What follows belongs to an exercise in optimizing a design on an open flow for small area, a short achievable clock period and few clock cycles per item; a production flow would make more cautious choices. RTL that was checked went through simulation tests only; none was proved equivalent to the original. For run 1, only the layout was checked, not whether the RTL still works. Power is estimated from default activity; no workload was simulated.

==> flow/design.v, too long to show whole: its modules and the start of the top module <==
// module systolic_matrix_mult: 2543 lines
module systolic_matrix_mult #(
    parameter DATA_WIDTH = 16,
    parameter FRAC_WIDTH = 8,
    parameter M = 4,
    parameter N = 4,
    parameter K = 4
)(
    input wire clk,
    input wire rst_n,
    input wire start,
    input wire signed [DATA_WIDTH-1:0] a_data,
    input wire [$clog2(M)-1:0] a_row,
    input wire [$clog2(K)-1:0] a_col,
    input wire a_valid,
    input wire signed [DATA_WIDTH-1:0] b_data,
    input wire [$clog2(K)-1:0] b_row,
    input wire [$clog2(N)-1:0] b_col,
    input wire b_valid,
    output reg signed [DATA_WIDTH-1:0] c_data,
    output reg [$clog2(M)-1:0] c_row,
    output reg [$clog2(N)-1:0] c_col,
    output reg c_valid,
    output reg done
);
  // ...
==> flow/flow/run.sh <==
#!/bin/bash
set -euo pipefail
margin=$(cat flow/margin.txt)
bash standard.sh SETUP_SLACK_MARGIN="$margin" finish > standard_flow.log 2>&1
==> flow/flow/margin.txt <==
6.6
==> flow/standard.sh <==
#!/bin/bash
# synth_recipe.tcl (not shown) runs the flow's synth.tcl, then flattens the netlist and writes it again
# the make line also repeats each setting of config.mk as NAME=value (left out here)
make -C /OpenROAD-flow-scripts/flow DESIGN_CONFIG=/design/flow/config.mk WORK_HOME=/design/flow/orfs CLKGATE_MAP_FILE= SYNTH_SCRIPT=/design/flow/synth_recipe.tcl "${@:-finish}"
==> flow/config.mk <==
export PLATFORM = sky130hd
export DESIGN_NAME = systolic_matrix_mult
export DESIGN_NICKNAME = systolic_matrix_mult
export VERILOG_FILES = /design/flow/design.v
export SDC_FILE = /design/flow/constraint.sdc
export NUM_CORES = 4
export LEC_CHECK = 0
export CAP_MARGIN = 20
export CORE_MARGIN = 2
export CORE_UTILIZATION = 30
export SLEW_MARGIN = 20
==> flow/constraint.sdc <==
create_clock -name core_clock -period 10.0 [get_ports {clk}]
set_input_delay 2.0000 -clock core_clock [delete_from_list [all_inputs] [get_ports {clk}]]
set_output_delay 2.0000 -clock core_clock [all_outputs]
set_load 0.01 [all_outputs]
==> results.tsv, run 1 <==
metric	value	unit
biggest regs	mat_a (256), mat_b (256)	
Die W	414.8	um
Rows	150	
Critical Path Stages	9	
status	no timing/DRC/antenna violations	
DRC Markers	0	
Worst Slack Setup Final	6.503	ns
simple-gate area share of the yosys netlist	5.173	%
Crit Path Max Fanout	7	
final setup TNS	0	ns
die area	172100	um2
Avg Cell Area, Syn	11.95	um2
first-pass GRT wire length	223500	um
CP peak stage delay	0.57	ns
post-synth top area cell	edfxtp_1	
Reg2Reg Launch Point	bt0_1	
clkbuf count	136	
Seq cells post-synth	947	
non-clk buf share	4.545	%
Synth Cell Area	50630	um2
fraction of area in multi-input gates	40.88	%
setup slack at placement	5.623	ns
I/O pins	67	
met1 Usage GRT	23.10	%
count leader, synth	edfxtp_1	
WHS	0.3246	ns
crit-path cells	buf_12, a22oi_2, xor2_1, fa_2, fa_2, fa_1, fa_2, inv_2, fa_2	
Critical Path RT	10.63	ns
==> inputs of run 2 (changes only) <==
--- a/flow/design.v
+++ b/flow/design.v
@@ -2326,184 +2326,232 @@
     wire t1325 = c1238 ^ c1241;
     wire s1323 = t1325 ^ s1243;
     wire c1324 = (c1238 & c1241) | (t1325 & s1243);
     wire t1328 = c1244 ^ c1247;
     wire s1326 = t1328 ^ s1249;
     wire c1327 = (c1244 & c1247) | (t1328 & s1249);
     wire t1331 = c1250 ^ c1253;
     wire s1329 = t1331 ^ s1255;
-    wire s1332 = q2_s928 ^ s1124;
-    wire c1333 = q2_s928 & s1124;
-    wire t1336 = s1127 ^ c1262;
-    wire s1334 = t1336 ^ s1263;
-    wire c1335 = (s1127 & c1262) | (t1336 & s1263);
-    wire t1339 = s1133 ^ c1264;
-    wire s1337 = t1339 ^ s1266;
-    wire c1338 = (s1133 & c1264) | (t1339 & s1266);
-    wire t1342 = s1138 ^ c1267;
-    wire s1340 = t1342 ^ s1269;
-    wire c1341 = (s1138 & c1267) | (t1342 & s1269);
-    wire t1345 = s1144 ^ c1270;
-    wire s1343 = t1345 ^ s1272;
-    wire c1344 = (s1144 & c1270) | (t1345 & s1272);
-    wire t1348 = s1150 ^ c1273;
-    wire s1346 = t1348 ^ s1275;
-    wire c1347 = (s1150 & c1273) | (t1348 & s1275);
-    wire t1351 = s1156 ^ c1276;
-    wire s1349 = t1351 ^ s1278;
-    wire c1350 = (s1156 & c1276) | (t1351 & s1278);
-    wire t1354 = s1162 ^ c1279;
-    wire s1352 = t1354 ^ s1281;
-    wire c1353 = (s1162 & c1279) | (t1354 & s1281);
-    wire t1357 = s1168 ^ c1282;
-    wire s1355 = t1357 ^ s1284;
-    wire c1356 = (s1168 & c1282) | (t1357 & s1284);
-    wire t1360 = s1174 ^ c1285;
-    wire s1358 = t1360 ^ s1287;
-    wire c1359 = (s1174 & c1285) | (t1360 & s1287);
-    wire t1363 = s1180 ^ c1288;
-    wire s1361 = t1363 ^ s1290;
-    wire c1362 = (s1180 & c1288) | (t1363 & s1290);
-    wire t1366 = s1186 ^ c1291;
-    wire s1364 = t1366 ^ s1293;
-    wire c1365 = (s1186 & c1291) | (t1366 & s1293);
-    wire t1369 = s1192 ^ c1294;
-    wire s1367 = t1369 ^ s1296;
-    wire c1368 = (s1192 & c1294) | (t1369 & s1296);
-    wire t1372 = s1198 ^ c1297;
-    wire s1370 = t1372 ^ s1299;
-    wire c1371 = (s1198 & c1297) | (t1372 & s1299);
-    wire t1375 = s1204 ^ c1300;
-    wire s1373 = t1375 ^ s1302;
-    wire c1374 = (s1204 & c1300) | (t1375 & s1302);
-    wire t1378 = s1210 ^ c1303;
-    wire s1376 = t1378 ^ s1305;
-    wire c1377 = (s1210 & c1303) | (t1378 & s1305);
-    wire t1381 = s1216 ^ c1306;
-    wire s1379 = t1381 ^ s1308;
-    wire c1380 = (s1216 & c1306) | (t1381 & s1308);
-    wire t1384 = s1222 ^ c1309;
-    wire s1382 = t1384 ^ s1311;
-    wire c1383 = (s1222 & c1309) | (t1384 & s1311);
-    wire t1387 = s1228 ^ c1312;
-    wire s1385 = t1387 ^ s1314;
-    wire c1386 = (s1228 & c1312) | (t1387 & s1314);
-    wire t1390 = s1234 ^ c1315;
-    wire s1388 = t1390 ^ s1317;
-    wire c1389 = (s1234 & c1315) | (t1390 & s1317);
-    wire t1393 = s1240 ^ c1318;
-    wire s1391 = t1393 ^ s1320;
-    wire c1392 = (s1240 & c1318) | (t1393 & s1320);
-    wire t1396 = s1246 ^ c1321;
-    wire s1394 = t1396 ^ s1323;
-    wire c1395 = (s1246 & c1321) | (t1396 & s1323);
-    wire t1399 = s1252 ^ c1324;
-    wire s1397 = t1399 ^ s1326;
-    wire c1398 = (s1252 & c1324) | (t1399 & s1326);
-    wire t1402 = s1258 ^ c1327;
-    wire s1400 = t1402 ^ s1329;
+    reg q3_q2_s928;
+    always @(posedge clk) q3_q2_s928 <= q2_s928;
+    reg q3_s1124;
+    always @(posedge clk) q3_s1124 <= s1124;
     reg q3_s1261;
     always @(posedge clk) q3_s1261 <= s1261;
-    reg q3_s1332;
-    always @(posedge clk) q3_s1332 <= s1332;
-    reg q3_c1333;
-    always @(posedge clk) q3_c1333 <= c1333;
-    reg q3_s1334;
-    always @(posedge clk) q3_s1334 <= s1334;
-    reg q3_c1335;
-    always @(posedge clk) q3_c1335 <= c1335;
-    reg q3_s1337;
-    always @(posedge clk) q3_s1337 <= s1337;
-    reg q3_c1338;
-    always @(posedge clk) q3_c1338 <= c1338;
-    reg q3_s1340;
-    always @(posedge clk) q3_s1340 <= s1340;
-    reg q3_c1341;
-    always @(posedge clk) q3_c1341 <= c1341;
-    reg q3_s1343;
-    always @(posedge clk) q3_s1343 <= s1343;
-    reg q3_c1344;
-    always @(posedge clk) q3_c1344 <= c1344;
-    reg q3_s1346;
-    always @(posedge clk) q3_s1346 <= s1346;
-    reg q3_c1347;
-    always @(posedge clk) q3_c1347 <= c1347;
-    reg q3_s1349;
-    always @(posedge clk) q3_s1349 <= s1349;
-    reg q3_c1350;
-    always @(posedge clk) q3_c1350 <= c1350;
-    reg q3_s1352;
-    always @(posedge clk) q3_s1352 <= s1352;
-    reg q3_c1353;
-    always @(posedge clk) q3_c1353 <= c1353;
-    reg q3_s1355;
-    always @(posedge clk) q3_s1355 <= s1355;
-    reg q3_c1356;
-    always @(posedge clk) q3_c1356 <= c1356;
-    reg q3_s1358;
-    always @(posedge clk) q3_s1358 <= s1358;
-    reg q3_c1359;
-    always @(posedge clk) q3_c1359 <= c1359;
-    reg q3_s1361;
-    always @(posedge clk) q3_s1361 <= s1361;
-    reg q3_c1362;
-    always @(posedge clk) q3_c1362 <= c1362;
-    reg q3_s1364;
-    always @(posedge clk) q3_s1364 <= s1364;
-    reg q3_c1365;
-    always @(posedge clk) q3_c1365 <= c1365;
-    reg q3_s1367;
-    always @(posedge clk) q3_s1367 <= s1367;
-    reg q3_c1368;
-    always @(posedge clk) q3_c1368 <= c1368;
-    reg q3_s1370;
-    always @(posedge clk) q3_s1370 <= s1370;
-    reg q3_c1371;
-    always @(posedge clk) q3_c1371 <= c1371;
-    reg q3_s1373;
-    always @(posedge clk) q3_s1373 <= s1373;
-    reg q3_c1374;
-    always @(posedge clk) q3_c1374 <= c1374;
-    reg q3_s1376;
-    always @(posedge clk) q3_s1376 <= s1376;
-    reg q3_c1377;
-    always @(posedge clk) q3_c1377 <= c1377;
-    reg q3_s1379;
-    always @(posedge clk) q3_s1379 <= s1379;
-    reg q3_c1380;
-    always @(posedge clk) q3_c1380 <= c1380;
-    reg q3_s1382;
-    always @(posedge clk) q3_s1382 <= s1382;
-    reg q3_c1383;
-    always @(posedge clk) q3_c1383 <= c1383;
-    reg q3_s1385;
-    always @(posedge clk) q3_s1385 <= s1385;
-    reg q3_c1386;
-    always @(posedge clk) q3_c1386 <= c1386;
-    reg q3_s1388;
-    always @(posedge clk) q3_s1388 <= s1388;
-    reg q3_c1389;
-    always @(posedge clk) q3_c1389 <= c1389;
-    reg q3_s1391;
-    always @(posedge clk) q3_s1391 <= s1391;
-    reg q3_c1392;
-    always @(posedge clk) q3_c1392 <= c1392;
-    reg q3_s1394;
-    always @(posedge clk) q3_s1394 <= s1394;
-    reg q3_c1395;
-    always @(posedge clk) q3_c1395 <= c1395;
-    reg q3_s1397;
-    always @(posedge clk) q3_s1397 <= s1397;
-    reg q3_c1398;
-    always @(posedge clk) q3_c1398 <= c1398;
-    reg q3_s1400;
-    always @(posedge clk) q3_s1400 <= s1400;
-    wire [23:0] sum_a = {q3_c1398, q3_c1395, q3_c1392, q3_c1389, q3_c1386, q3_c1383, q3_c1380, q3_c1377, q3_c1374, q3_c1371, q3_c1368, q3_c1365, q3_c1362, q3_c1359, q3_c1356, q3_c1353, q3_c1350, q3_c1347, q3_c1344, q3_c1341, q3_c1338, q3_c1335, q3_c1333, q3_s1261};
-    wire [23:0] sum_b = {q3_s1400, q3_s1397, q3_s1394, q3_s1391, q3_s1388, q3_s1385, q3_s1382, q3_s1379, q3_s1376, q3_s1373, q3_s1370, q3_s1367, q3_s1364, q3_s1361, q3_s1358, q3_s1355, q3_s1352, q3_s1349, q3_s1346, q3_s1343, q3_s1340, q3_s1337, q3_s1334, q3_s1332};
+    reg q3_s1127;
+    always @(posedge clk) q3_s1127 <= s1127;
+    reg q3_c1262;
+    always @(posedge clk) q3_c1262 <= c1262;
+    reg q3_s1263;
+    always @(posedge clk) q3_s1263 <= s1263;
+    reg q3_s1133;
+    always @(posedge clk) q3_s1133 <= s1133;
+    reg q3_c1264;
+    always @(posedge clk) q3_c1264 <= c1264;
+    reg q3_s1266;
+    always @(posedge clk) q3_s1266 <= s1266;
+    reg q3_s1138;
+    always @(posedge clk) q3_s1138 <= s1138;
+    reg q3_c1267;
+    always @(posedge clk) q3_c1267 <= c1267;
+    reg q3_s1269;
+    always @(posedge clk) q3_s1269 <= s1269;
+    reg q3_s1144;
+    always @(posedge clk) q3_s1144 <= s1144;
+    reg q3_c1270;
+    always @(posedge clk) q3_c1270 <= c1270;
+    reg q3_s1272;
+    always @(posedge clk) q3_s1272 <= s1272;
+    reg q3_s1150;
+    always @(posedge clk) q3_s1150 <= s1150;
+    reg q3_c1273;
+    always @(posedge clk) q3_c1273 <= c1273;
+    reg q3_s1275;
+    always @(posedge clk) q3_s1275 <= s1275;
+    reg q3_s1156;
+    always @(posedge clk) q3_s1156 <= s1156;
+    reg q3_c1276;
+    always @(posedge clk) q3_c1276 <= c1276;
+    reg q3_s1278;
+    always @(posedge clk) q3_s1278 <= s1278;
+    reg q3_s1162;
+    always @(posedge clk) q3_s1162 <= s1162;
+    reg q3_c1279;
+    always @(posedge clk) q3_c1279 <= c1279;
+    reg q3_s1281;
+    always @(posedge clk) q3_s1281 <= s1281;
+    reg q3_s1168;
+    always @(posedge clk) q3_s1168 <= s1168;
+    reg q3_c1282;
+    always @(posedge clk) q3_c1282 <= c1282;
+    reg q3_s1284;
+    always @(posedge clk) q3_s1284 <= s1284;
+    reg q3_s1174;
+    always @(posedge clk) q3_s1174 <= s1174;
+    reg q3_c1285;
+    always @(posedge clk) q3_c1285 <= c1285;
+    reg q3_s1287;
+    always @(posedge clk) q3_s1287 <= s1287;
+    reg q3_s1180;
+    always @(posedge clk) q3_s1180 <= s1180;
+    reg q3_c1288;
+    always @(posedge clk) q3_c1288 <= c1288;
+    reg q3_s1290;
+    always @(posedge clk) q3_s1290 <= s1290;
+    reg q3_s1186;
+    always @(posedge clk) q3_s1186 <= s1186;
+    reg q3_c1291;
+    always @(posedge clk) q3_c1291 <= c1291;
+    reg q3_s1293;
+    always @(posedge clk) q3_s1293 <= s1293;
+    reg q3_s1192;
+    always @(posedge clk) q3_s1192 <= s1192;
+    reg q3_c1294;
+    always @(posedge clk) q3_c1294 <= c1294;
+    reg q3_s1296;
+    always @(posedge clk) q3_s1296 <= s1296;
+    reg q3_s1198;
+    always @(posedge clk) q3_s1198 <= s1198;
+    reg q3_c1297;
+    always @(posedge clk) q3_c1297 <= c1297;
+    reg q3_s1299;
+    always @(posedge clk) q3_s1299 <= s1299;
+    reg q3_s1204;
+    always @(posedge clk) q3_s1204 <= s1204;
+    reg q3_c1300;
+    always @(posedge clk) q3_c1300 <= c1300;
+    reg q3_s1302;
+    always @(posedge clk) q3_s1302 <= s1302;
+    reg q3_s1210;
+    always @(posedge clk) q3_s1210 <= s1210;
+    reg q3_c1303;
+    always @(posedge clk) q3_c1303 <= c1303;
+    reg q3_s1305;
+    always @(posedge clk) q3_s1305 <= s1305;
+    reg q3_s1216;
+    always @(posedge clk) q3_s1216 <= s1216;
+    reg q3_c1306;
+    always @(posedge clk) q3_c1306 <= c1306;
+    reg q3_s1308;
+    always @(posedge clk) q3_s1308 <= s1308;
+    reg q3_s1222;
+    always @(posedge clk) q3_s1222 <= s1222;
+    reg q3_c1309;
+    always @(posedge clk) q3_c1309 <= c1309;
+    reg q3_s1311;
+    always @(posedge clk) q3_s1311 <= s1311;
+    reg q3_s1228;
+    always @(posedge clk) q3_s1228 <= s1228;
+    reg q3_c1312;
+    always @(posedge clk) q3_c1312 <= c1312;
+    reg q3_s1314;
+    always @(posedge clk) q3_s1314 <= s1314;
+    reg q3_s1234;
+    always @(posedge clk) q3_s1234 <= s1234;
+    reg q3_c1315;
+    always @(posedge clk) q3_c1315 <= c1315;
+    reg q3_s1317;
+    always @(posedge clk) q3_s1317 <= s1317;
+    reg q3_s1240;
+    always @(posedge clk) q3_s1240 <= s1240;
+    reg q3_c1318;
+    always @(posedge clk) q3_c1318 <= c1318;
+    reg q3_s1320;
+    always @(posedge clk) q3_s1320 <= s1320;
+    reg q3_s1246;
+    always @(posedge clk) q3_s1246 <= s1246;
+    reg q3_c1321;
+    always @(posedge clk) q3_c1321 <= c1321;
+    reg q3_s1323;
+    always @(posedge clk) q3_s1323 <= s1323;
+    reg q3_s1252;
+    always @(posedge clk) q3_s1252 <= s1252;
+    reg q3_c1324;
+    always @(posedge clk) q3_c1324 <= c1324;
+    reg q3_s1326;
+    always @(posedge clk) q3_s1326 <= s1326;
+    reg q3_s1258;
+    always @(posedge clk) q3_s1258 <= s1258;
+    reg q3_c1327;
+    always @(posedge clk) q3_c1327 <= c1327;
+    reg q3_s1329;
+    always @(posedge clk) q3_s1329 <= s1329;
+    wire s1332 = q3_q2_s928 ^ q3_s1124;
+    wire c1333 = q3_q2_s928 & q3_s1124;
+    wire t1336 = q3_s1127 ^ q3_c1262;
+    wire s1334 = t1336 ^ q3_s1263;
+    wire c1335 = (q3_s1127 & q3_c1262) | (t1336 & q3_s1263);
+    wire t1339 = q3_s1133 ^ q3_c1264;
+    wire s1337 = t1339 ^ q3_s1266;
+    wire c1338 = (q3_s1133 & q3_c1264) | (t1339 & q3_s1266);
+    wire t1342 = q3_s1138 ^ q3_c1267;
+    wire s1340 = t1342 ^ q3_s1269;
+    wire c1341 = (q3_s1138 & q3_c1267) | (t1342 & q3_s1269);
+    wire t1345 = q3_s1144 ^ q3_c1270;
+    wire s1343 = t1345 ^ q3_s1272;
+    wire c1344 = (q3_s1144 & q3_c1270) | (t1345 & q3_s1272);
+    wire t1348 = q3_s1150 ^ q3_c1273;
+    wire s1346 = t1348 ^ q3_s1275;
+    wire c1347 = (q3_s1150 & q3_c1273) | (t1348 & q3_s1275);
+    wire t1351 = q3_s1156 ^ q3_c1276;
+    wire s1349 = t1351 ^ q3_s1278;
+    wire c1350 = (q3_s1156 & q3_c1276) | (t1351 & q3_s1278);
+    wire t1354 = q3_s1162 ^ q3_c1279;
+    wire s1352 = t1354 ^ q3_s1281;
+    wire c1353 = (q3_s1162 & q3_c1279) | (t1354 & q3_s1281);
+    wire t1357 = q3_s1168 ^ q3_c1282;
+    wire s1355 = t1357 ^ q3_s1284;
+    wire c1356 = (q3_s1168 & q3_c1282) | (t1357 & q3_s1284);
+    wire t1360 = q3_s1174 ^ q3_c1285;
+    wire s1358 = t1360 ^ q3_s1287;
+    wire c1359 = (q3_s1174 & q3_c1285) | (t1360 & q3_s1287);
+    wire t1363 = q3_s1180 ^ q3_c1288;
+    wire s1361 = t1363 ^ q3_s1290;
+    wire c1362 = (q3_s1180 & q3_c1288) | (t1363 & q3_s1290);
+    wire t1366 = q3_s1186 ^ q3_c1291;
+    wire s1364 = t1366 ^ q3_s1293;
+    wire c1365 = (q3_s1186 & q3_c1291) | (t1366 & q3_s1293);
+    wire t1369 = q3_s1192 ^ q3_c1294;
+    wire s1367 = t1369 ^ q3_s1296;
+    wire c1368 = (q3_s1192 & q3_c1294) | (t1369 & q3_s1296);
+    wire t1372 = q3_s1198 ^ q3_c1297;
+    wire s1370 = t1372 ^ q3_s1299;
+    wire c1371 = (q3_s1198 & q3_c1297) | (t1372 & q3_s1299);
+    wire t1375 = q3_s1204 ^ q3_c1300;
+    wire s1373 = t1375 ^ q3_s1302;
+    wire c1374 = (q3_s1204 & q3_c1300) | (t1375 & q3_s1302);
+    wire t1378 = q3_s1210 ^ q3_c1303;
+    wire s1376 = t1378 ^ q3_s1305;
+    wire c1377 = (q3_s1210 & q3_c1303) | (t1378 & q3_s1305);
+    wire t1381 = q3_s1216 ^ q3_c1306;
+    wire s1379 = t1381 ^ q3_s1308;
+    wire c1380 = (q3_s1216 & q3_c1306) | (t1381 & q3_s1308);
+    wire t1384 = q3_s1222 ^ q3_c1309;
+    wire s1382 = t1384 ^ q3_s1311;
+    wire c1383 = (q3_s1222 & q3_c1309) | (t1384 & q3_s1311);
+    wire t1387 = q3_s1228 ^ q3_c1312;
+    wire s1385 = t1387 ^ q3_s1314;
+    wire c1386 = (q3_s1228 & q3_c1312) | (t1387 & q3_s1314);
+    wire t1390 = q3_s1234 ^ q3_c1315;
+    wire s1388 = t1390 ^ q3_s1317;
+    wire c1389 = (q3_s1234 & q3_c1315) | (t1390 & q3_s1317);
+    wire t1393 = q3_s1240 ^ q3_c1318;
+    wire s1391 = t1393 ^ q3_s1320;
+    wire c1392 = (q3_s1240 & q3_c1318) | (t1393 & q3_s1320);
+    wire t1396 = q3_s1246 ^ q3_c1321;
+    wire s1394 = t1396 ^ q3_s1323;
+    wire c1395 = (q3_s1246 & q3_c1321) | (t1396 & q3_s1323);
+    wire t1399 = q3_s1252 ^ q3_c1324;
+    wire s1397 = t1399 ^ q3_s1326;
+    wire c1398 = (q3_s1252 & q3_c1324) | (t1399 & q3_s1326);
+    wire t1402 = q3_s1258 ^ q3_c1327;
+    wire s1400 = t1402 ^ q3_s1329;
+    wire [23:0] sum_a = {c1398, c1395, c1392, c1389, c1386, c1383, c1380, c1377, c1374, c1371, c1368, c1365, c1362, c1359, c1356, c1353, c1350, c1347, c1344, c1341, c1338, c1335, c1333, q3_s1261};
+    wire [23:0] sum_b = {s1400, s1397, s1394, s1391, s1388, s1385, s1382, s1379, s1376, s1373, s1370, s1367, s1364, s1361, s1358, s1355, s1352, s1349, s1346, s1343, s1340, s1337, s1334, s1332};
     wire [23:0] dot = sum_a + sum_b;
     reg p1_v, p1_last;
     reg [1:0] p1_i, p1_j;
     always @(posedge clk or negedge rst_n) begin
         if (!rst_n) begin p1_v <= 1'b0; p1_last <= 1'b0; end
         else begin p1_v <= pick_v; p1_last <= pick_last; end
     end
     always @(posedge clk) begin
==> flow/config.mk (replaced) <==
export PLATFORM = sky130hd
export DESIGN_NAME = systolic_matrix_mult
export DESIGN_NICKNAME = systolic_matrix_mult
export VERILOG_FILES = /design/flow/design.v
export SDC_FILE = /design/flow/constraint.sdc
export NUM_CORES = 4
export LEC_CHECK = 0
export CAP_MARGIN = 20
export CORE_MARGIN = 2
export CORE_UTILIZATION = 45
export CTS_BUF_LIST = sky130_fd_sc_hd__clkbuf_4
export SLEW_MARGIN = 20
==> run 2 against run 1 <==
Effect of this change:
- sequential share of layout area is 1.4 points higher
- count of clock-buffer cells in the layout is 268 higher
- critical path depth is 8 lower
- clock skew is 0.072 ns higher
- wire length is 2.9% lower
- critical path type is now reg2out
- worst setup slack worse by 0.11 ns
- power is 1.1% higher
- global-route usage is 8.2 points higher
- worst hold slack better by 0.0022 ns
- core utilization is 17 points higher
==> results.tsv, run 2 <==
metric	value	unit	change
EDFF count, synth	512		unchanged
I/O pins	67		unchanged
Rows	123		was 150
hold endpoint	p2_j[1]		was c_col[1]
Hold Crit Class	reg2reg		unchanged
most common cell after layout, fill and taps aside	edfxtp_1		unchanged
GRT Util Overall	25.42	%	was 17.24%
crit-path cells	buf_2		was buf_12, a22oi_2, xor2_1, fa_2, fa_2, fa_1, fa_2, inv_2, fa_2
Max-Cap Viols	0		unchanged
hpwl dp	98470	um	was 103400 um
Bufs and invs on worst path	1		was 2
leakage power	0.02292	uW	was 0.02228 uW
buffers added on ports	66		unchanged
Final Cycle Share	36.05	%	was 34.97%
largest net degree at the start of global routing	129		unchanged
Final Wtd Congestion	0.9227		was 0.9470
Setup crit start kind	flip-flop		unchanged
final setup TNS	0	ns	unchanged
hold wc startpoint	p1_j[1]		was p3_j[1]
min Tclk post-route	3.605	ns	was 3.497 ns
Synth async-reset ratio	5.355	%	was 5.491%
Die W	340.8	um	was 414.8 um
Synth Cell Area	51040	um2	was 50630 um2
Layout Nets	4956		was 4780
hold path cells	0		unchanged
CTS root buf	clkbuf_4		was clkbuf_16
biggest regs	mat_a (256), mat_b (256)		unchanged
Reg2Reg Launch Point	bt1_1		was bt0_1
Clock Tree Buf Depth	4		was 3
CP delay by family, top	flip-flops		was adder cells
Most used DFF post-synth	edfxtp_1		unchanged
DRC Markers	0		unchanged
CTS Buf Count	276		was 97
Worst setup EP type	output pin		was flip-flop
met1 Usage GRT	33.64	%	was 23.10%
slowest CP cell	dfrtp_1		was fa_2
P&R area growth vs syn	13.83	%	was 16.20%
clk sinks	971		was 947
Worst EP arrival	1.60	ns	was 4.13 ns
cts-stage hold buffer count	0		unchanged
die area	116100	um2	was 172100 um2
top cell type's share of synthesized area	30.12	%	was 30.37%
r2r worst-path depth	10		was 9
Die Y	340.8	um	was 414.8 um
Yosys warnings	3		unchanged
Avg Cell Area, Syn	11.95	um2	about the same
Distinct cells, synth	64		was 78
final setup vio count	0		unchanged
final hold vios	0		unchanged
post-synth top area cell	edfxtp_1		unchanged
routing usage on met2	38.46	%	was 26.63%
Clock Skew	0.1397	ns	was 0.06790 ns
CP peak stage delay	0.36	ns	was 0.57 ns
top post-synthesis cells by count	edfxtp_1 (512), inv_1 (446), a22oi_1 (434), fa_1 (417), dfxtp_1 (407)		was edfxtp_1 (512), a22oi_1 (440), fa_1 (417), inv_1 (404), xor2_1 (396)
initial antenna violation count	6		was 2
Post-Syn Nets	4790		was 4756
most frequent cells in the layout	edfxtp_1 (512), inv_1 (424), clkbuf_4 (405), xor2_1 (392), a22oi_1 (386)		was edfxtp_1 (512), a22oi_1 (400), inv_1 (392), xor2_1 (386), fa_1 (380)
layout cells sized above 1	20.21	%	was 15.17%
first-pass detailed-route iteration total	6		unchanged
worst-skew pair later-pin latency	1.18	ns	was 0.75 ns
Mapped Cells	4271		was 4237
Critical Path RT	8.00	ns	was 10.63 ns
drt total wl	146500	um	was 150900 um
Seq cells post-synth	971		was 947
unrepaired setup endpoints after global routing	true		unchanged
status	no timing/DRC/antenna violations		unchanged
Worst-Margin Slew	1.105	ns	was 1.104 ns
worst vdd ir	0.0001252	V	was 0.0001408 V
Crit Path Max Fanout	1		was 7
DRT iter0 DRCs	3230		was 3600
Antenna Nets Post-Route	0		unchanged
Overall Power	12040	uW	was 11920 uW
Filler cells	9825		was 16430
Core ar.	112500	um2	was 167400 um2
GRT overflow	0		unchanged
Slew headroom	26.12	%	was 26.19%
first-pass GRT wire length	219000	um	was 223500 um
Vias	33650		was 33320
Via density	5.488		was 5.087
drt wl/cell	23.90	um	was 23.04 um
max-slew violations	0		unchanged
fmax	277.4	MHz	was 286.0 MHz
Synth area leaders	edfxtp_1 (30%), fa_1 (16%), dfxtp_1 (16%), xor2_1 (6.9%), a22oi_1 (6.4%)		was edfxtp_1 (30%), fa_1 (16%), dfxtp_1 (15%), xor2_1 (6.9%), a22oi_1 (6.5%)
number of global-route vias before repair	34860		was 33940
Top Usage Layer GRT	met2		unchanged
count leader, synth	edfxtp_1		unchanged
Worst R2R End	q2_s1067		unchanged
TritonCTS clock tree	built		unchanged
pwr dens	207.3	nW/um2	was 202.6 nW/um2
R2R Setup Slk	6.41	ns	was 6.50 ns
CTS clk-pin slew, worst paths	0.06	ns	about the same
Starting Density	45.37	%	was 30.24%
post-synthesis sequential area ratio	48.63	%	was 48.08%
GRT met3 Usage	6.005	%	was 3.677%
Setup Crit Path Kind	reg2out		was reg2reg
H-Tree Depth	5		was 3
[run 2: worst max-delay path by stage]
stage | start | end | slack, ns | depth (start not counted)
2_1_floorplan | a_row[1] | mat_a[1][0] | 6.36 | 3
3_3_place_gp | b_cnt[0][2] | bt0_3 | 5.35 | 10
3_5_place_dp | b_cnt[0][2] | bt0_3 | 5.34 | 11
4_1_cts | done | done | 6.27 | 1
5_1_grt | done | done | 6.30 | 1
6_report | done | done | 6.40 | 1
[run 2: where the power goes]
group          switching (uW)  internal, uW
registers                 227          4730
logic                    2020          1540
clock network            1590          1940
[run 2: cells by family after synthesis]
group | synth area share (%)
and+or+nand+nor | 5.591
AOI/OAI and AO/OA | 10.69
xor gates and xnor gates | 9.626
DFF | 48.63
muxes | 1.723
adders and majority gates | 17.75
buffers and inverters | 5.979
[run 2: layer usage]
metal / vias up / wire, um
li1: 14840 / -
met1: 16560 / 59630
met2: 1772 / 65540
met3: 468 / 13080
met4: 2 / 8239
met5: - / 13
[run 2: what timing repair did]
action / 4_1_cts / 5_1_grt
gates cloned: 2 / 3
endpoints found under the setup margin: 208 / 117
pin swaps: 47 / 57
resized for setup: 337 / 110
buffers inserted: 55 / 11
hold endpoints to repair: 0 / 0
[run 2: area by class of cell]
| type | instances | area [um2] | share of cell area [%] |
|---|---|---|---|
| diodes | 5 | 12.51 | 0.02153 |
| clock inverters | 63 | 355.3 | 0.6116 |
| well taps | 1500 | 1877 | 3.230 |
| clock buffers | 404 | 3033 | 5.220 |
| flip-flops and latches | 971 | 25070 | 43.15 |
| inverters | 447 | 1694 | 2.916 |
| multi-input cells | 2511 | 23830 | 41.02 |
| repair buffers | 230 | 2226 | 3.831 |
[run 2: per-stage QoR]
step | setup slack (ns) | cell area [um2] | instances | hold slack, ns | util [%]
floorplan | 6.357 | 51550 | 4271 | 0.3096 | -
global route | 6.302 | 58100 | 6130 | 0.3246 | 51.64
detailed placement | 5.344 | 53120 | 5588 | 0.3146 | 47.22
finish | 6.395 | 58100 | 6131 | 0.3268 | 51.65
global placement | 5.347 | 53100 | 5587 | 0.3107 | 47.20
CTS | 6.268 | 57550 | 6112 | 0.3231 | 51.16
Testbench counts of run 2, summed over its fixed seeds: cycles 51,521, items 1,600.
==> inputs of run 3 (changes only) <==
--- a/flow/config.mk
+++ b/flow/config.mk
@@ -10,3 +10,2 @@
 export CORE_UTILIZATION = 45
-export CTS_BUF_LIST = sky130_fd_sc_hd__clkbuf_4
 export SLEW_MARGIN = 20
==> run 3 against run 2 <==
Effect of this change:
- still clean
- synthesized area stayed put
- via count is 3.3% lower
- final cell count is 4.4% lower
- design area is 0.42% higher
- critical path depth is 7 higher
- global-route usage is 0.49 points lower
- critical path type is now reg2reg
- highest routed layer is now met4
==> results.tsv, run 3 <==
metric	value	unit	change
Max-Cap Viols	0		unchanged
CTS Buf Count	101		was 276
hpwl dp	98470	um	unchanged
Layout Nets	4794		was 4956
Via density	5.548		was 5.488
Synth Cell Area	51040	um2	unchanged
status	no timing/DRC/antenna violations		unchanged
max-slew violations	0		unchanged
drt total wl	144600	um	was 146500 um
setup slack at placement	5.344	ns	unchanged
Crit Path Max Fanout	15		was 1
R2R Setup Slk	6.46	ns	was 6.41 ns
post-synth top area cell	edfxtp_1		unchanged
final hold vios	0		unchanged
crit-path cells	a22oi_2, xor2_1, fa_1, fa_2, fa_1, fa_1, inv_2, fa_1		was buf_2
CTS root buf	clkbuf_16		was clkbuf_4
Clock Skew	0.06542	ns	was 0.1397 ns
Rows	123		unchanged
CP peak stage delay	0.54	ns	was 0.36 ns
Vias	32520		was 33650
Final Wtd Congestion	0.9227		unchanged
clk sinks	971		unchanged
Synth area leaders	edfxtp_1 (30%), fa_1 (16%), dfxtp_1 (16%), xor2_1 (6.9%), a22oi_1 (6.4%)		unchanged
DRC Markers	0		unchanged
top cell type's share of synthesized area	30.12	%	unchanged
CTS clk-pin slew, worst paths	0.06	ns	about the same
Setup crit start kind	flip-flop		unchanged
EDFF count, synth	512		unchanged
min Tclk post-route	3.536	ns	was 3.605 ns
post-synthesis sequential area ratio	48.63	%	unchanged
biggest regs	mat_a (256), mat_b (256)		unchanged
Worst setup EP type	flip-flop		was output pin
TritonCTS clock tree	built		unchanged
leakage power	0.02267	uW	was 0.02292 uW
pwr dens	211.1	nW/um2	was 207.3 nW/um2
count leader, synth	edfxtp_1		unchanged
DRT iter0 DRCs	3362		was 3230
Final Cycle Share	35.36	%	was 36.05%
slowest CP cell	fa_1		was dfrtp_1
initial antenna violation count	2		was 6
Mapped Cells	4271		unchanged
Starting Density	45.37	%	unchanged
drt wl/cell	24.67	um	was 23.90 um
r2r worst-path depth	8		was 10
Avg Cell Area, Syn	11.95	um2	unchanged
diode count	0		was 5
Post-Syn Nets	4790		unchanged
Worst EP arrival	4.08	ns	was 1.60 ns
Slew headroom	27.39	%	was 26.12%
Final Instance Area	58340	um2	was 58100 um2
Synth async-reset ratio	5.355	%	unchanged
CP delay by family, top	adder cells		was flip-flops
GRT overflow	0		unchanged
fmax	282.8	MHz	was 277.4 MHz
worst-skew pair later-pin latency	0.72	ns	was 1.18 ns
largest net degree at the start of global routing	129		unchanged
Die W	340.8	um	unchanged
P&R area growth vs syn	14.31	%	was 13.83%
Antenna Nets Post-Route	0		unchanged
Distinct cells, synth	64		unchanged
I/O pins	67		unchanged
Reg2Reg Launch Point	bt0_4		was bt1_1
critical path endpoint	q2_s1058		was done
buffers added on ports	66		unchanged
final setup TNS	0	ns	unchanged
final setup vio count	0		unchanged
Setup Crit Path Kind	reg2reg		was reg2out
layout cells sized above 1	14.77	%	was 20.21%
top post-synthesis cells by count	edfxtp_1 (512), inv_1 (446), a22oi_1 (434), fa_1 (417), dfxtp_1 (407)		unchanged
Core ar.	112500	um2	unchanged
dpl cell area	53120	um2	unchanged
Die Y	340.8	um	unchanged
first-pass detailed-route iteration total	6		unchanged
Critical Path Start	bt0_4		was done
Critical Path Stages	8		was 1
Hold Crit Class	reg2reg		unchanged
Seq cells post-synth	971		unchanged
die area	116100	um2	unchanged
first-pass GRT wire length	215300	um	was 219000 um
Worst R2R End	q2_s1058		was q2_s1067
unrepaired setup endpoints after global routing	true		unchanged
Bufs and invs on worst path	1		unchanged
Yosys warnings	3		unchanged
worst vdd ir	0.0001488	V	was 0.0001252 V
Critical Path RT	10.55	ns	was 8.00 ns
number of global-route vias before repair	33210		was 34860
GRT Util Overall	24.93	%	was 25.42%
H-Tree Depth	3		was 5
Most used DFF post-synth	edfxtp_1		unchanged
most common cell after layout, fill and taps aside	edfxtp_1		unchanged
Clock Tree Buf Depth	3		was 4
Worst-Margin Slew	1.089	ns	was 1.105 ns
most frequent cells in the layout	edfxtp_1 (512), inv_1 (434), xor2_1 (392), fa_1 (386), a22oi_1 (385)		was edfxtp_1 (512), inv_1 (424), clkbuf_4 (405), xor2_1 (392), a22oi_1 (386)
CP most frequent cell	fa_1		
Worst Slack Setup Final	6.464	ns	was 6.395 ns
[run 3: kinds of logic after synthesis]
| group | count (synthesis) | synth area share [%] |
|---|---|---|
| adder cells (fa/ha/maj) | 474 | 17.75 |
| multiplexers | 86 | 1.723 |
| flip-flops | 971 | 48.63 |
| XOR/XNOR | 561 | 9.626 |
| AND/OR/NAND/NOR | 626 | 5.591 |
| AO/OA/AOI/OAI | 764 | 10.69 |
| buffers and inverters | 789 | 5.979 |
[run 3: worst min path at each step]
stage                     startpoint       end  slack, ns  depth (start not counted)
final                        p3_j[0]  c_col[0]       0.32                          0
after global routing         p1_j[0]   p2_j[0]       0.33                          0
after CTS                    p3_j[0]  c_col[0]       0.32                          0
after detailed placement     p3_j[0]  c_col[0]       0.31                          0
after global placement       p2_j[0]   p3_j[0]       0.31                          0
after floorplan              p3_j[0]  c_col[0]       0.31                          0
[run 3: report_power, final]
part	internal (uW)	switching [uW]	total [uW]
clock network	2240	1580	3830
logic	1530	2010	3540
registers	4730	224	4950
[run 3: layer usage]
layer | share of wire (%) | global-route usage [%] | wire, um | up-vias
li1 | - | - | - | 14330
met4 | 5.1 | 12.03 | 7396 | 0
met2 | 45 | 38.18 | 64700 | 1608
met5 | 0 | 0 | 0 | -
met3 | 8.8 | 4.947 | 12680 | 386
met1 | 41 | 34.08 | 59790 | 16190
[run 3: repair_timing]
action,4_1_cts,5_1_grt
buffers inserted,51,30
pin swaps,42,75
hold buffers,0,0
resized for setup,246,101
gates cloned,1,2
endpoints found under the setup margin,347,268
[run 3: metrics by stage]
stage | instances | utilization [%] | power, uW | hold WS (ns)
floorplan | 4271 | - | 7370 | 0.3096
global placement | 5587 | 47.20 | 8519 | 0.3107
detailed placement | 5588 | 47.22 | 8582 | 0.3146
CTS | 5829 | 51.19 | 12450 | 0.3240
global route | 5861 | 51.86 | 13190 | 0.3315
finish | 5861 | 51.86 | 12320 | 0.3225
[run 3: final cells by class]
type / instances / area (um2)
fill: 9608 / 54150
sequential: 971 / 25050
multi-input combinational: 2511 / 23830
clock buffer: 139 / 2893
timing repair buffer: 243 / 2434
tap: 1500 / 1877
inverter: 447 / 1694
clock inverter: 50 / 565.5
[run 3: worst register-to-register path: cells and delay by family (launching register included)]
| family | cells | cell delay, ns |
|---|---|---|
| xor gates and xnor gates | 1 | 0.22 |
| buffers and inverters | 1 | 0.05 |
| adders and majority gates | 5 | 2.49 |
| AOI/OAI and AO/OA | 1 | 0.20 |
| DFF | 1 | 0.43 |
==> inputs of run 4 (changes only) <==
--- a/flow/config.mk
+++ b/flow/config.mk
@@ -9,3 +9,3 @@
 export CORE_MARGIN = 2
-export CORE_UTILIZATION = 45
+export CORE_UTILIZATION = 30
 export SLEW_MARGIN = 20
==> run 4 against run 3 <==
Effect of this change:
- final cell count up 12%
- first-iteration DRC count up 2.4%
- wire length up 2.7%
- via count up 1.1%
- critical path depth up 3
- worst hold slack better by 0.0019 ns
- synthesized area unchanged
- register-to-register slack better by 0.09 ns
- fmax up 2.6%
- design area up 1.3%
- critical endpoint is now q2_s1049
- largest cell class unchanged
- largest power group unchanged
- highest routed layer unchanged
==> results.tsv, run 4 <==
metric	value	unit	change
Synth Cell Area	51040	um2	unchanged
CTS clk-pin slew, worst paths	0.06	ns	about the same
most common cell after layout, fill and taps aside	edfxtp_1		unchanged
Worst EP arrival	4.12	ns	was 4.08 ns
Final Instance Area	59130	um2	was 58340 um2
drt total wl	148400	um	was 144600 um
Max-Cap Viols	0		unchanged
Antenna Nets Post-Route	0		unchanged
post-synthesis sequential area ratio	48.63	%	unchanged
Setup Crit Path Kind	reg2reg		unchanged
CTS root buf	clkbuf_16		unchanged
GRT Util Overall	16.92	%	was 24.93%
Slew headroom	32.69	%	was 27.39%
Most used DFF post-synth	edfxtp_1		unchanged
Yosys warnings	3		unchanged
Setup crit start kind	flip-flop		unchanged
layout cells sized above 1	14.24	%	was 14.77%
dpl cell area	54070	um2	was 53120 um2
EDFF count, synth	512		unchanged
Distinct cells, synth	64		unchanged
Critical Path RT	10.67	ns	was 10.55 ns
unrepaired setup endpoints after global routing	true		unchanged
die area	173500	um2	was 116100 um2
CTS Buf Count	102		was 101
TritonCTS clock tree	built		unchanged
H-Tree Depth	3		unchanged
pwr dens	209.0	nW/um2	was 211.1 nW/um2
min Tclk post-route	3.447	ns	was 3.536 ns
Overall Power	12360	uW	was 12320 uW
max-slew violations	0		unchanged
top cell type's share of synthesized area	30.12	%	unchanged
worst-skew pair later-pin latency	0.75	ns	was 0.72 ns
diode count	0		unchanged
Reg area	25060	um2	was 25050 um2
most frequent cells in the layout	edfxtp_1 (512), inv_1 (441), xor2_1 (396), a22oi_1 (392), fa_1 (392)		was edfxtp_1 (512), inv_1 (434), xor2_1 (392), fa_1 (386), a22oi_1 (385)
Clock Tree Buf Depth	3		unchanged
Worst setup EP type	flip-flop		unchanged
DRT iter0 DRCs	3443		was 3362
Avg Cell Area, Syn	11.95	um2	unchanged
fin util	34.93	%	was 51.86%
WHS	0.3244	ns	was 0.3225 ns
Hold Crit Class	reg2reg		unchanged
Die W	416.5	um	was 340.8 um
area of the multi-input gates	23740	um2	was 23830 um2
number of global-route vias before repair	33850		was 33210
top post-synthesis cells by count	edfxtp_1 (512), inv_1 (446), a22oi_1 (434), fa_1 (417), dfxtp_1 (407)		unchanged
Mapped Cells	4271		unchanged
Worst-Margin Slew	1.007	ns	was 1.089 ns
Seq cells post-synth	971		unchanged
biggest regs	mat_a (256), mat_b (256)		unchanged
post-synth top area cell	edfxtp_1		unchanged
Via density	4.992		was 5.548
Final Wtd Congestion	0.9150		was 0.9227
I/O pins	67		unchanged
Starting Density	30.15	%	was 45.37%
Synth async-reset ratio	5.355	%	unchanged
largest net degree at the start of global routing	115		was 129
leakage power	0.02262	uW	was 0.02267 uW
Rows	151		was 123
Final Cycle Share	34.47	%	was 35.36%
Die Y	416.5	um	was 340.8 um
GRT overflow	0		unchanged
Vias	32880		was 32520
Crit Path Max Fanout	5		was 15
Filler cells	16580		was 9608
first-pass GRT wire length	220500	um	was 215300 um
final hold vios	0		unchanged
hpwl dp	102100	um	was 98470 um
drt wl/cell	22.53	um	was 24.67 um
count leader, synth	edfxtp_1		unchanged
Clock Skew	0.06265	ns	was 0.06542 ns
final setup TNS	0	ns	unchanged
P&R area growth vs syn	15.85	%	was 14.31%
buffers added on ports	66		unchanged
Layout Nets	4799		was 4794
first-pass detailed-route iteration total	6		unchanged
fmax	290.1	MHz	was 282.8 MHz
final setup vio count	0		unchanged
Post-Syn Nets	4790		unchanged
initial antenna violation count	2		unchanged
status	no timing/DRC/antenna violations		unchanged
Synth area leaders	edfxtp_1 (30%), fa_1 (16%), dfxtp_1 (16%), xor2_1 (6.9%), a22oi_1 (6.4%)		unchanged
clk sinks	971		unchanged
Core ar.	169300	um2	was 112500 um2
worst vdd ir	0.0001587	V	was 0.0001488 V
DRC Markers	0		unchanged
==> run 4: worst max-delay path: stages (launching register included) <==
cell and delay (ns):
dfxtp_4 0.38, buf_6 0.12, a22oi_2 0.17, xor2_1 0.10
fa_1 0.51, inv_2 0.07, fa_1 0.53, inv_2 0.05
fa_2 0.38, inv_2 0.06, fa_1 0.44, fa_2 0.59
==> run 4: stage by stage <==
step / worst slack (ns) / std cells
after detailed placement: 5.325 / 6312
after global routing: 6.479 / 6587
after CTS: 6.352 / 6565
final: 6.553 / 6587
after global placement: 5.477 / 6312
after floorplan: 6.357 / 4271
==> run 4: final timing paths <==
check / from / to / slack [ns] / cells past startpoint
setup / recovery: ra0[9] / q2_s1049 / 6.55 / 11
max in group asynchronous: rst_n / b_cnt[0][2] / 8.11 / 2
hold / removal: p3_j[0] / c_col[0] / 0.32 / 0
hold reg to reg: p3_j[0] / c_col[0] / 0.32 / 0
setup reg to reg: ra0[9] / q2_s1049 / 6.55 / 11
min in group asynchronous: rst_n / a_cnt[2][0] / 1.41 / 2
==> run 4: cell families after synthesis <==
| logic type | Yosys count | synth area share (%) |
|---|---|---|
| buffers and inverters | 789 | 5.979 |
| multiplexers | 86 | 1.723 |
| XOR/XNOR | 561 | 9.626 |
| AO/OA/AOI/OAI | 764 | 10.69 |
| AND/OR/NAND/NOR | 626 | 5.591 |
| adder cells (fa/ha/maj) | 474 | 17.75 |
| flip-flops | 971 | 48.63 |
==> run 4: cell type report <==
class / count / area share (%)
clock inverter: 36 / 0.8147
tap: 2218 / 4.693
clock buffer: 157 / 4.985
inverter: 447 / 2.865
timing repair buffer: 247 / 4.107
sequential: 971 / 42.39
multi-input combinational: 2511 / 40.15
==> run 4: repair_timing <==
item                                    4_1_cts  5_1_grt
hold buffers                                  0        0
gates cloned                                  0        1
endpoints found under the hold margin         0        0
setup buffers                                60       21
endpoints found under the setup margin      333      189
pin swaps                                    42       39
gates resized for setup                     268       78
==> run 4: per-layer routing <==
layer	wire length (um)	vias to the layer above	global-route usage [%]
met4	8228	0	8.628
met2	66980	1614	26.59
met5	0	-	0
met1	60320	16500	21.99
met3	12900	422	3.617
li1	-	14350	-
==> run 4: power breakdown <==
part	switching (uW)	leakage (uW)	internal (uW)
combinational	2030	0.0122	1550
sequential	243	0.00879	4730
clock	1630	0.00165	2190
total	3900	0.0226	8460

-- what the ideal ports hide --
In the flow no input, the clock included, has a driving cell. The finished layouts below were timed again as built, in two steps. Step 1, drivers: a clkbuf_16 drives clk and a buf_2 each remaining input, both assumed. Step 2, shift: input delay + t, output delay - t, t = (earliest + latest rising clock arrival at the registers) / 2. This alone moves slack from input paths to output paths. Slacks: ideal / step 1 / step 2; pairs: ideal / step 1.
run | t, ns | setup WS [ns] | worst setup path at the end | clock arrival spread, ns | cell pins on the clock port's net
run 1 | 0.788 | 6.503 / 6.503 / 5.916 | input to register | 0.069 / 0.069 | 1
run 2 | 1.183 | 6.395 / 6.326 / 5.632 | input to register | 0.140 / 0.139 | 1
run 3 | 0.756 | 6.464 / 6.464 / 5.958 | input to register | 0.067 / 0.067 | 1
run 4 | 0.785 | 6.553 / 6.553 / 5.905 | input to register | 0.064 / 0.064 | 1
After both steps setup and hold are still met in every run listed. The setup slack of run 2, which loses most, moves by -0.069 ns with the drivers and by -0.763 ns with both steps.
